This is an optimization exercise on Yosys and OpenROAD, whose aim is a short achievable clock period and few clock cycles, not a production implementation.
In this exercise RTL edits were held to simulation tests only and were not proved equivalent to the original.
Power figures rest on the tool's default switching activity, not on a simulated workload.

==> job 7355: inputs <==
==> flow/design.v (excerpt) <==
module PCPU(
    input clk,
    input reset,
    input MIO_ready,
    input [31:0]inst_in,
    input [31:0]Data_in,
    input INT,
    output mem_w,
    output[31:0]PC_out,
    output[31:0]Addr_out,
    output[31:0]Data_out,
    output CPU_MIO
);
clock: 12.0 ns
lec_check: 0
abc_clock_period_in_ps: 3000
cap_margin: 20
core_margin: 2
core_utilization: 40
place_density: 0.55
slew_margin: 20
synth_hierarchical: 1
standard.sh (not shown) runs the stock make flow with config.mk's settings and CLKGATE_MAP_FILE= SYNTH_SCRIPT=/design/flow/synth_recipe.tcl, a recipe that flattens the netlist after the stock synthesis.
==> flow/flow/run.sh <==
#!/bin/bash
set -euo pipefail
MARGIN="${MARGIN:-8.0}"
sed "s|\"\${@:-finish}\"|SETUP_SLACK_MARGIN=${MARGIN} MATCH_CELL_FOOTPRINT=0 \"\${@:-finish}\"|" standard.sh > standard_tight.sh
grep -q "SETUP_SLACK_MARGIN=${MARGIN} MATCH_CELL_FOOTPRINT=0" standard_tight.sh
bash standard_tight.sh > flow_make.log 2>&1
==> job 8422: changes against job 7355 <==
--- a/flow/design.v
+++ b/flow/design.v
@@ -16,14 +16,12 @@
     reg  [31:0] ir;
     reg  [31:0] id_pc4;
     reg  [31:0] id_ptgt;      
     reg  [31:0] id_rs_r, id_rt_r;    
     reg         bm_rs, bm_rt;        
     reg         bw_rs, bw_rt;        
-    reg         pd_beq, pd_bne, pd_lez, pd_gtz, pd_rimm, pd_br, pd_jr, pd_jalr,
-                pd_usesrs, pd_usesrt;
     reg  [31:0] ras [0:3];
     reg  [1:0]  ras_p;        
     reg  [4:0]  ex_rd;        
     reg         ex_load, ex_store;
     reg         ex_br;        
     reg         ex_push, ex_pop;      
@@ -73,23 +71,24 @@
     pcpu_eq32 x_mr (.x(mem_res), .y(ex_b),    .eq(xe_mr));
     pcpu_eq32 x_rm (.x(ex_a),    .y(mem_res), .eq(xe_rm));
     pcpu_eq32 x_rr (.x(ex_a),    .y(ex_b),    .eq(xe_rr));
     wire a_zero = ex_fa ? xz_m : xz_r;
     wire a_neg  = ex_fa ? mem_res[31] : ex_a[31];
     wire ab_eq  = (ex_fa & ex_fb) | (ex_fa ? xe_mr : ex_fb ? xe_rm : xe_rr);
-    wire x_q = ex_br & (ex_brt == 3'd0), x_n = ex_br & (ex_brt == 3'd1);
-    wire x_lez = ex_br & (ex_brt == 3'd2), x_gtz = ex_br & (ex_brt == 3'd3);
-    wire x_ltz = ex_br & (ex_brt == 3'd4), x_gez = ex_br & (ex_brt[2:1] == 2'b11 || ex_brt == 3'd5);
-    wire fx_rr = ~ex_fa & ~ex_fb, fx_mr = ex_fa & ~ex_fb, fx_rm = ~ex_fa & ex_fb, fx_mm = ex_fa & ex_fb;
-    wire [12:0] xl  = {8'b0, xz_m, xz_r, xe_rm, xe_mr, xe_rr};
-    wire [12:0] xc1 = {8'b0, x_gtz & ex_fa, x_gtz & ~ex_fa, x_n & fx_rm, x_n & fx_mr, x_n & fx_rr};
-    wire [12:0] xc0 = {8'b0, x_lez & ~a_neg & ex_fa, x_lez & ~a_neg & ~ex_fa,
-                       x_q & fx_rm, x_q & fx_mr, x_q & fx_rr};
-    wire xe = (x_n & fx_mm) | (x_gtz & a_neg) | (x_ltz & ~a_neg) | (x_gez & a_neg);
-    wire ex_redirect;
-    pcpu_redir xredir (.e(xe), .c1(xc1), .c0(xc0), .l(xl), .r(ex_redirect));
+    reg  ex_taken;
+    always @(*) begin
+        case (ex_brt)
+            3'd0: ex_taken = ab_eq;                
+            3'd1: ex_taken = ~ab_eq;               
+            3'd2: ex_taken = a_neg | a_zero;       
+            3'd3: ex_taken = ~a_neg & ~a_zero;     
+            3'd4: ex_taken = a_neg;                
+            default: ex_taken = ~a_neg;            
+        endcase
+    end
+    wire ex_redirect = ex_br & ~ex_taken;    
     wire [5:0]  op = ir[31:26];
     wire [5:0]  fn = ir[5:0];
     wire [4:0]  rs = ir[25:21];
     wire [4:0]  rt = ir[20:16];
     wire [4:0]  rdf = ir[15:11];
     wire [15:0] imm = ir[15:0];
@@ -105,14 +104,14 @@
     wire f_sll   = rtype & (fn == 6'h00);
     wire f_srl   = rtype & (fn == 6'h02);
     wire f_sra   = rtype & (fn == 6'h03);
     wire f_sllv  = rtype & (fn == 6'h04);
     wire f_srlv  = rtype & (fn == 6'h06);
     wire f_srav  = rtype & (fn == 6'h07);
-    wire f_jr    = id_v & pd_jr;
-    wire f_jalr  = id_v & pd_jalr;
+    wire f_jr    = id_v & rtype & (fn == 6'h08);
+    wire f_jalr  = id_v & rtype & (fn == 6'h09);
     wire r_alu   = f_add | f_sub | f_and | f_or | f_xor | f_nor | f_slt | f_sltu |
                    f_sll | f_srl | f_sra | f_sllv | f_srlv | f_srav;
     wire i_addi  = (op == 6'h08) | (op == 6'h09);
     wire i_slti  = (op == 6'h0a);
     wire i_sltiu = (op == 6'h0b);
     wire i_andi  = (op == 6'h0c);
@@ -121,25 +120,25 @@
     wire i_lui   = (op == 6'h0f);
     wire i_imm   = i_addi | i_slti | i_sltiu | i_andi | i_ori | i_xori | i_lui;
     wire i_ld    = (op == 6'h23) | (op == 6'h20) | (op == 6'h24) | (op == 6'h21) | (op == 6'h25);
     wire i_st    = (op == 6'h2b) | (op == 6'h28) | (op == 6'h29);
     wire i_load  = id_v & i_ld;
     wire i_store = id_v & i_st;
-    wire b_beq   = pd_beq;
-    wire b_bne   = pd_bne;
-    wire b_blez  = pd_lez;
-    wire b_bgtz  = pd_gtz;
-    wire b_rimm  = pd_rimm;
-    wire i_br    = id_v & pd_br;
+    wire b_beq   = (op == 6'h04);
+    wire b_bne   = (op == 6'h05);
+    wire b_blez  = (op == 6'h06);
+    wire b_bgtz  = (op == 6'h07);
+    wire b_rimm  = (op == 6'h01);
+    wire i_br    = id_v & (b_beq | b_bne | b_blez | b_bgtz | b_rimm);
     wire i_jal   = id_v & (op == 6'h03);
     wire i_j     = (op == 6'h02);
     wire i_jr    = f_jr | f_jalr;
     wire [2:0] brt = b_beq ? 3'd0 : b_bne ? 3'd1 : b_blez ? 3'd2 : b_bgtz ? 3'd3 :
                      rt[0] ? 3'd5 : 3'd4;
-    wire uses_rs = id_v & pd_usesrs;
-    wire uses_rt = id_v & pd_usesrt;    
+    wire uses_rs = id_v & ~(i_j | i_jal | i_lui | f_sll | f_srl | f_sra);
+    wire uses_rt = id_v & (r_alu | b_beq | b_bne);    
     wire rs_nz = (rs != 5'd0);
     wire rt_nz = (rt != 5'd0);
     wire [4:0] dest = ~id_v ? 5'd0 :
                       (r_alu | f_jalr) ? rdf :
                       (i_imm | i_ld) ? rt :
                       i_jal ? 5'd31 : 5'd0;
@@ -211,14 +210,14 @@
                       {go_lez & ~rsn_neg & s_rs_m, go_lez & ~rsn_neg & s_rs_w,
                        go_lez & ~rsn_neg & s_rs_r},
                       {go_q & p_mr, go_q & (p_wm | p_mw), go_q & p_wr,
                        go_q & p_rm, go_q & p_rw, go_q & p_rr}};
     wire e_id = (go_n & (p_ww | p_mm)) | (go_gtz & rsn_neg) | (go_ltz & ~rsn_neg) |
                 (go_gez & rsn_neg);
-    wire blk;        
-    pcpu_redir redir (.e(e_id | id_stall), .c1(c1), .c0(c0), .l(late), .r(blk));
+    wire blk;
+    pcpu_redir redir (.e(e_id | ex_redirect | id_stall), .c1(c1), .c0(c0), .l(late), .r(blk));
     wire pt_ne = ~(s_rs_r ? p_r : s_rs_w ? p_w : p_m);
     wire jr_miss     = dep_ex_rs ? ~p_f : pt_ne;
     wire id_redirect = ~id_stall & (id_br_nt | (i_jr & jr_miss));
     wire [31:0] jr_tgt    = dep_ex_rs ? fres : rsv_n;
     wire [31:0] id_target = i_jr ? jr_tgt : id_pc4;
     wire [31:0] sext = {{16{imm[15]}}, imm};
@@ -232,18 +231,12 @@
     wire id_fb   = b_is_rt & dep_ex_rt;
     wire id_add  = f_add | i_addi | i_ld | i_st | f_sub;
     wire [31:0] pc4 = pc + 32'd4;
     wire [5:0]  fop = inst_in[31:26];
     wire [4:0]  f_rs = inst_in[25:21];
     wire [4:0]  f_rt = inst_in[20:16];
-    wire [5:0]  ffn  = inst_in[5:0];
-    wire f_rtype = (fop == 6'h00);
-    wire f_ralu  = f_rtype & ((ffn[5:3] == 3'b100) | (ffn == 6'h2a) | (ffn == 6'h2b) |
-                              (ffn == 6'h00) | (ffn == 6'h02) | (ffn == 6'h03) |
-                              (ffn == 6'h04) | (ffn == 6'h06) | (ffn == 6'h07));
-    wire f_shi   = f_rtype & ((ffn == 6'h00) | (ffn == 6'h02) | (ffn == 6'h03));
     wire [32*32-1:0] rf_flat;
     assign rf_flat[31:0] = 32'b0;
     genvar gi;
     generate
         for (gi = 1; gi < 32; gi = gi + 1) begin : rff
             assign rf_flat[gi*32 +: 32] = rf[gi];
@@ -253,18 +246,17 @@
     pcpu_rfread rd_rs (.rf(rf_flat), .ra(f_rs), .rd(f_rsv));
     pcpu_rfread rd_rt (.rf(rf_flat), .ra(f_rt), .rd(f_rtv));
     wire [31:0] ras_top = ras[ras_p];
     wire [31:0] jalr_pred = (dep_ex_rs ? fres : rsv_n) | zext;
     wire        f_isjalr  = (inst_in[31:26] == 6'h00) & (inst_in[5:0] == 6'h09);
     wire [31:0] jr_pred   = f_isjalr ? jalr_pred : ras_top;
-    wire [31:0] npc_e  = id_stall ? pc : id_target;
+    wire [31:0] npc_e  = ex_redirect ? ex_pc4 :
+                         id_stall    ? pc : id_target;
     wire [31:0] npc;
-    wire [31:0] npc1;
     pcpu_npc npcg (.inst(inst_in), .pc4(pc4), .ras_top(jr_pred), .npc_e(npc_e),
-                   .blk(blk), .npc(npc1));
-    pcpu_mux32 fin2 (.s(ex_redirect), .d1(ex_pc4), .d0(npc1), .y(npc));
+                   .blk(blk), .npc(npc));
     assign PC_out = pc;
     wire flush_if  = ex_redirect | id_redirect;
     wire bubble_id = ex_redirect | id_stall;
     always @(posedge clk or posedge reset) begin
         if (reset) begin
             pc   <= 32'b0;
@@ -279,23 +271,12 @@
     end
     always @(posedge clk) begin
         if (!id_stall) begin
             ir      <= inst_in;
             id_pc4  <= pc4;
             id_ptgt <= jr_pred;
-            pd_beq  <= (fop == 6'h04);
-            pd_bne  <= (fop == 6'h05);
-            pd_lez  <= (fop == 6'h06);
-            pd_gtz  <= (fop == 6'h07);
-            pd_rimm <= (fop == 6'h01);
-            pd_br   <= (fop == 6'h01) | (fop == 6'h04) | (fop == 6'h05) |
-                       (fop == 6'h06) | (fop == 6'h07);
-            pd_jr   <= f_rtype & (ffn == 6'h08);
-            pd_jalr <= f_rtype & (ffn == 6'h09);
-            pd_usesrs <= ~((fop == 6'h02) | (fop == 6'h03) | (fop == 6'h0f) | f_shi);
-            pd_usesrt <= f_ralu | (fop == 6'h04) | (fop == 6'h05);
             id_rs_r <= f_rsv;
             id_rt_r <= f_rtv;
             bm_rs   <= (f_rs != 5'd0) & (ex_rd == f_rs);
             bm_rt   <= (f_rt != 5'd0) & (ex_rd == f_rt);
             bw_rs   <= (f_rs != 5'd0) & (mem_rd == f_rs);
             bw_rt   <= (f_rt != 5'd0) & (mem_rd == f_rt);
@@ -483,13 +464,13 @@
     wire [13:0] hi_c0  = inst[15] ? him1 : hi0;
     wire [13:0] npc_h1 = f_brt ? hi_c1 : npc_o[31:18];
     wire [13:0] npc_h0 = f_brt ? hi_c0 : npc_o[31:18];
     wire [31:0] npc_p  = {lo[16] ? npc_h1 : npc_h0,
                           f_brt ? lo[15:0] : npc_o[17:2],
                           f_brt ? 2'b00 : npc_o[1:0]};
-    pcpu_mux32 fin (.s(blk), .d1(npc_e), .d0(npc_p), .y(npc));
+    assign npc = blk ? npc_e : npc_p;
 endmodule
 module pcpu_rfread(
     input  [32*32-1:0] rf,
     input  [4:0]       ra,
     output [31:0]      rd
 );
@@ -527,13 +508,6 @@
     input         e,
     input  [12:0] c1, c0, l,
     output        r
 );
     assign r = e | (|(c1 & l)) | (|(c0 & ~l));
 endmodule
-module pcpu_mux32(
-    input         s,
-    input  [31:0] d1, d0,
-    output [31:0] y
-);
-    assign y = s ? d1 : d0;
-endmodule
CORE_UTILIZATION = 50   (was 40)
PLACE_DENSITY = 0.62   (was 0.55)
==> job 5701: changes against job 7355 <==
--- a/flow/design.v
+++ b/flow/design.v
@@ -16,14 +16,12 @@
     reg  [31:0] ir;
     reg  [31:0] id_pc4;
     reg  [31:0] id_ptgt;      
     reg  [31:0] id_rs_r, id_rt_r;    
     reg         bm_rs, bm_rt;        
     reg         bw_rs, bw_rt;        
-    reg         pd_beq, pd_bne, pd_lez, pd_gtz, pd_rimm, pd_br, pd_jr, pd_jalr,
-                pd_usesrs, pd_usesrt;
     reg  [31:0] ras [0:3];
     reg  [1:0]  ras_p;        
     reg  [4:0]  ex_rd;        
     reg         ex_load, ex_store;
     reg         ex_br;        
     reg         ex_push, ex_pop;      
@@ -73,23 +71,24 @@
     pcpu_eq32 x_mr (.x(mem_res), .y(ex_b),    .eq(xe_mr));
     pcpu_eq32 x_rm (.x(ex_a),    .y(mem_res), .eq(xe_rm));
     pcpu_eq32 x_rr (.x(ex_a),    .y(ex_b),    .eq(xe_rr));
     wire a_zero = ex_fa ? xz_m : xz_r;
     wire a_neg  = ex_fa ? mem_res[31] : ex_a[31];
     wire ab_eq  = (ex_fa & ex_fb) | (ex_fa ? xe_mr : ex_fb ? xe_rm : xe_rr);
-    wire x_q = ex_br & (ex_brt == 3'd0), x_n = ex_br & (ex_brt == 3'd1);
-    wire x_lez = ex_br & (ex_brt == 3'd2), x_gtz = ex_br & (ex_brt == 3'd3);
-    wire x_ltz = ex_br & (ex_brt == 3'd4), x_gez = ex_br & (ex_brt[2:1] == 2'b11 || ex_brt == 3'd5);
-    wire fx_rr = ~ex_fa & ~ex_fb, fx_mr = ex_fa & ~ex_fb, fx_rm = ~ex_fa & ex_fb, fx_mm = ex_fa & ex_fb;
-    wire [12:0] xl  = {8'b0, xz_m, xz_r, xe_rm, xe_mr, xe_rr};
-    wire [12:0] xc1 = {8'b0, x_gtz & ex_fa, x_gtz & ~ex_fa, x_n & fx_rm, x_n & fx_mr, x_n & fx_rr};
-    wire [12:0] xc0 = {8'b0, x_lez & ~a_neg & ex_fa, x_lez & ~a_neg & ~ex_fa,
-                       x_q & fx_rm, x_q & fx_mr, x_q & fx_rr};
-    wire xe = (x_n & fx_mm) | (x_gtz & a_neg) | (x_ltz & ~a_neg) | (x_gez & a_neg);
-    wire ex_redirect;
-    pcpu_redir xredir (.e(xe), .c1(xc1), .c0(xc0), .l(xl), .r(ex_redirect));
+    reg  ex_taken;
+    always @(*) begin
+        case (ex_brt)
+            3'd0: ex_taken = ab_eq;                
+            3'd1: ex_taken = ~ab_eq;               
+            3'd2: ex_taken = a_neg | a_zero;       
+            3'd3: ex_taken = ~a_neg & ~a_zero;     
+            3'd4: ex_taken = a_neg;                
+            default: ex_taken = ~a_neg;            
+        endcase
+    end
+    wire ex_redirect = ex_br & ~ex_taken;    
     wire [5:0]  op = ir[31:26];
     wire [5:0]  fn = ir[5:0];
     wire [4:0]  rs = ir[25:21];
     wire [4:0]  rt = ir[20:16];
     wire [4:0]  rdf = ir[15:11];
     wire [15:0] imm = ir[15:0];
@@ -105,14 +104,14 @@
     wire f_sll   = rtype & (fn == 6'h00);
     wire f_srl   = rtype & (fn == 6'h02);
     wire f_sra   = rtype & (fn == 6'h03);
     wire f_sllv  = rtype & (fn == 6'h04);
     wire f_srlv  = rtype & (fn == 6'h06);
     wire f_srav  = rtype & (fn == 6'h07);
-    wire f_jr    = id_v & pd_jr;
-    wire f_jalr  = id_v & pd_jalr;
+    wire f_jr    = id_v & rtype & (fn == 6'h08);
+    wire f_jalr  = id_v & rtype & (fn == 6'h09);
     wire r_alu   = f_add | f_sub | f_and | f_or | f_xor | f_nor | f_slt | f_sltu |
                    f_sll | f_srl | f_sra | f_sllv | f_srlv | f_srav;
     wire i_addi  = (op == 6'h08) | (op == 6'h09);
     wire i_slti  = (op == 6'h0a);
     wire i_sltiu = (op == 6'h0b);
     wire i_andi  = (op == 6'h0c);
@@ -121,25 +120,25 @@
     wire i_lui   = (op == 6'h0f);
     wire i_imm   = i_addi | i_slti | i_sltiu | i_andi | i_ori | i_xori | i_lui;
     wire i_ld    = (op == 6'h23) | (op == 6'h20) | (op == 6'h24) | (op == 6'h21) | (op == 6'h25);
     wire i_st    = (op == 6'h2b) | (op == 6'h28) | (op == 6'h29);
     wire i_load  = id_v & i_ld;
     wire i_store = id_v & i_st;
-    wire b_beq   = pd_beq;
-    wire b_bne   = pd_bne;
-    wire b_blez  = pd_lez;
-    wire b_bgtz  = pd_gtz;
-    wire b_rimm  = pd_rimm;
-    wire i_br    = id_v & pd_br;
+    wire b_beq   = (op == 6'h04);
+    wire b_bne   = (op == 6'h05);
+    wire b_blez  = (op == 6'h06);
+    wire b_bgtz  = (op == 6'h07);
+    wire b_rimm  = (op == 6'h01);
+    wire i_br    = id_v & (b_beq | b_bne | b_blez | b_bgtz | b_rimm);
     wire i_jal   = id_v & (op == 6'h03);
     wire i_j     = (op == 6'h02);
     wire i_jr    = f_jr | f_jalr;
     wire [2:0] brt = b_beq ? 3'd0 : b_bne ? 3'd1 : b_blez ? 3'd2 : b_bgtz ? 3'd3 :
                      rt[0] ? 3'd5 : 3'd4;
-    wire uses_rs = id_v & pd_usesrs;
-    wire uses_rt = id_v & pd_usesrt;    
+    wire uses_rs = id_v & ~(i_j | i_jal | i_lui | f_sll | f_srl | f_sra);
+    wire uses_rt = id_v & (r_alu | b_beq | b_bne);    
     wire rs_nz = (rs != 5'd0);
     wire rt_nz = (rt != 5'd0);
     wire [4:0] dest = ~id_v ? 5'd0 :
                       (r_alu | f_jalr) ? rdf :
                       (i_imm | i_ld) ? rt :
                       i_jal ? 5'd31 : 5'd0;
@@ -211,14 +210,14 @@
                       {go_lez & ~rsn_neg & s_rs_m, go_lez & ~rsn_neg & s_rs_w,
                        go_lez & ~rsn_neg & s_rs_r},
                       {go_q & p_mr, go_q & (p_wm | p_mw), go_q & p_wr,
                        go_q & p_rm, go_q & p_rw, go_q & p_rr}};
     wire e_id = (go_n & (p_ww | p_mm)) | (go_gtz & rsn_neg) | (go_ltz & ~rsn_neg) |
                 (go_gez & rsn_neg);
-    wire blk;        
-    pcpu_redir redir (.e(e_id | id_stall), .c1(c1), .c0(c0), .l(late), .r(blk));
+    wire blk;
+    pcpu_redir redir (.e(e_id | ex_redirect | id_stall), .c1(c1), .c0(c0), .l(late), .r(blk));
     wire pt_ne = ~(s_rs_r ? p_r : s_rs_w ? p_w : p_m);
     wire jr_miss     = dep_ex_rs ? ~p_f : pt_ne;
     wire id_redirect = ~id_stall & (id_br_nt | (i_jr & jr_miss));
     wire [31:0] jr_tgt    = dep_ex_rs ? fres : rsv_n;
     wire [31:0] id_target = i_jr ? jr_tgt : id_pc4;
     wire [31:0] sext = {{16{imm[15]}}, imm};
@@ -232,18 +231,12 @@
     wire id_fb   = b_is_rt & dep_ex_rt;
     wire id_add  = f_add | i_addi | i_ld | i_st | f_sub;
     wire [31:0] pc4 = pc + 32'd4;
     wire [5:0]  fop = inst_in[31:26];
     wire [4:0]  f_rs = inst_in[25:21];
     wire [4:0]  f_rt = inst_in[20:16];
-    wire [5:0]  ffn  = inst_in[5:0];
-    wire f_rtype = (fop == 6'h00);
-    wire f_ralu  = f_rtype & ((ffn[5:3] == 3'b100) | (ffn == 6'h2a) | (ffn == 6'h2b) |
-                              (ffn == 6'h00) | (ffn == 6'h02) | (ffn == 6'h03) |
-                              (ffn == 6'h04) | (ffn == 6'h06) | (ffn == 6'h07));
-    wire f_shi   = f_rtype & ((ffn == 6'h00) | (ffn == 6'h02) | (ffn == 6'h03));
     wire [32*32-1:0] rf_flat;
     assign rf_flat[31:0] = 32'b0;
     genvar gi;
     generate
         for (gi = 1; gi < 32; gi = gi + 1) begin : rff
             assign rf_flat[gi*32 +: 32] = rf[gi];
@@ -253,18 +246,17 @@
     pcpu_rfread rd_rs (.rf(rf_flat), .ra(f_rs), .rd(f_rsv));
     pcpu_rfread rd_rt (.rf(rf_flat), .ra(f_rt), .rd(f_rtv));
     wire [31:0] ras_top = ras[ras_p];
     wire [31:0] jalr_pred = (dep_ex_rs ? fres : rsv_n) | zext;
     wire        f_isjalr  = (inst_in[31:26] == 6'h00) & (inst_in[5:0] == 6'h09);
     wire [31:0] jr_pred   = f_isjalr ? jalr_pred : ras_top;
-    wire [31:0] npc_e  = id_stall ? pc : id_target;
+    wire [31:0] npc_e  = ex_redirect ? ex_pc4 :
+                         id_stall    ? pc : id_target;
     wire [31:0] npc;
-    wire [31:0] npc1;
     pcpu_npc npcg (.inst(inst_in), .pc4(pc4), .ras_top(jr_pred), .npc_e(npc_e),
-                   .blk(blk), .npc(npc1));
-    pcpu_mux32 fin2 (.s(ex_redirect), .d1(ex_pc4), .d0(npc1), .y(npc));
+                   .blk(blk), .npc(npc));
     assign PC_out = pc;
     wire flush_if  = ex_redirect | id_redirect;
     wire bubble_id = ex_redirect | id_stall;
     always @(posedge clk or posedge reset) begin
         if (reset) begin
             pc   <= 32'b0;
@@ -279,23 +271,12 @@
     end
     always @(posedge clk) begin
         if (!id_stall) begin
             ir      <= inst_in;
             id_pc4  <= pc4;
             id_ptgt <= jr_pred;
-            pd_beq  <= (fop == 6'h04);
-            pd_bne  <= (fop == 6'h05);
-            pd_lez  <= (fop == 6'h06);
-            pd_gtz  <= (fop == 6'h07);
-            pd_rimm <= (fop == 6'h01);
-            pd_br   <= (fop == 6'h01) | (fop == 6'h04) | (fop == 6'h05) |
-                       (fop == 6'h06) | (fop == 6'h07);
-            pd_jr   <= f_rtype & (ffn == 6'h08);
-            pd_jalr <= f_rtype & (ffn == 6'h09);
-            pd_usesrs <= ~((fop == 6'h02) | (fop == 6'h03) | (fop == 6'h0f) | f_shi);
-            pd_usesrt <= f_ralu | (fop == 6'h04) | (fop == 6'h05);
             id_rs_r <= f_rsv;
             id_rt_r <= f_rtv;
             bm_rs   <= (f_rs != 5'd0) & (ex_rd == f_rs);
             bm_rt   <= (f_rt != 5'd0) & (ex_rd == f_rt);
             bw_rs   <= (f_rs != 5'd0) & (mem_rd == f_rs);
             bw_rt   <= (f_rt != 5'd0) & (mem_rd == f_rt);
@@ -483,13 +464,13 @@
     wire [13:0] hi_c0  = inst[15] ? him1 : hi0;
     wire [13:0] npc_h1 = f_brt ? hi_c1 : npc_o[31:18];
     wire [13:0] npc_h0 = f_brt ? hi_c0 : npc_o[31:18];
     wire [31:0] npc_p  = {lo[16] ? npc_h1 : npc_h0,
                           f_brt ? lo[15:0] : npc_o[17:2],
                           f_brt ? 2'b00 : npc_o[1:0]};
-    pcpu_mux32 fin (.s(blk), .d1(npc_e), .d0(npc_p), .y(npc));
+    assign npc = blk ? npc_e : npc_p;
 endmodule
 module pcpu_rfread(
     input  [32*32-1:0] rf,
     input  [4:0]       ra,
     output [31:0]      rd
 );
@@ -527,13 +508,6 @@
     input         e,
     input  [12:0] c1, c0, l,
     output        r
 );
     assign r = e | (|(c1 & l)) | (|(c0 & ~l));
 endmodule
-module pcpu_mux32(
-    input         s,
-    input  [31:0] d1, d0,
-    output [31:0] y
-);
-    assign y = s ? d1 : d0;
-endmodule
==> comparison table <==
	job 5701	job 7355	job 8422
Critical path depth	16	12	21
Multi-input combinational gate total	6,960	6,928	6,954
Met1 track demand over resource in global routing	0.4367	0.4077	0.5265
Combinational fraction of design power	0.312	0.260	0.310
Dpl cell area	103,700 µm²	104,900 µm²	102,900 µm²
Area growth syn-to-layout	18.10%	17.81%	16.00%
Power Density	172.4 nW/µm²	146.2 nW/µm²	171.7 nW/µm²
Basic-gate share of the synthesized area counting and, or, nand and nor cells	0.09806	0.09266	0.09806
Count of clock buffers in the final design	260	238	237
Synth Area in Compound Gates	0.1392	0.1371	0.1392
Fraction of standard cell area that is sequential	0.3843	0.3836	0.3915
Sequential standard cell area	44,550 µm²	44,740 µm²	44,580 µm²
Register-to-register setup slack	7.74 ns	7.71 ns	7.66 ns
Final routed wirelength across all metal layers	432,100 µm	444,000 µm	412,500 µm
Buffer and inverter count on the worst path	2	2	4
Via-to-Cell Ratio	6.344	6.322	6.727
Result of the run	no timing/DRC/antenna violations	no timing/DRC/antenna violations	finished with violations
Layout check failures	-	-	max-capacitance violations, max-slew violations
Post-cts gate resize count	631	611	629
Fmax	234.7 MHz	231.0 MHz	230.2 MHz
Final estimated routing congestion in global placement	0.9651	1.004	0.9832
Clock tree cell share of total cell area	0.05605	0.05267	0.05334
Reg-to-reg critical path startpoint	ex_a[15]$_DFF_P_	ir[23]$_DFFE_PP_	mem_res[15]$_DFF_P_
Worst Path Required	12.77 ns	12.70 ns	12.75 ns
Setup crit start kind	flop	input pin	flop
Testbench counts of job 7355, summed over its fixed seeds: cycles 93,850.
Testbench counts of job 8422, summed over its fixed seeds: cycles 93,850.
Testbench counts of job 5701, summed over its fixed seeds: cycles 93,850.

what the ideal ports hide:
Ports are ideal in the flow. The routed layouts listed here were re-timed in OpenROAD. Step 1 (the two cells are an assumption about what drives the block):
set clk [get_ports {clk}]
set_driving_cell -lib_cell sky130_fd_sc_hd__clkbuf_16 $clk
set_driving_cell -lib_cell sky130_fd_sc_hd__buf_2 [delete_from_list [all_inputs] $clk]
Step 2, shift: input delay + t, output delay - t, t = (earliest + latest rising clock arrival at the registers) / 2. This alone moves slack from input paths to output paths. a / b / c = no drivers / after step 1 / after step 2; a / b = the first two.
| run | t, ns | slack for setup (ns) | slew at the worst register clock pin (ns) |
|---|---|---|---|
| job 7355 | 0.941 | 7.671 / 7.706 / 6.772 | 0.08 / 0.08 |
| job 8422 | 0.944 | 7.655 / 7.655 / 6.714 | 0.07 / 0.07 |
| job 5701 | 0.953 | 7.739 / 7.739 / 6.817 | 0.08 / 0.08 |
For job 8422, which loses most, drivers alone change the setup slack by 0.000 ns; drivers and shift together by -0.941 ns.
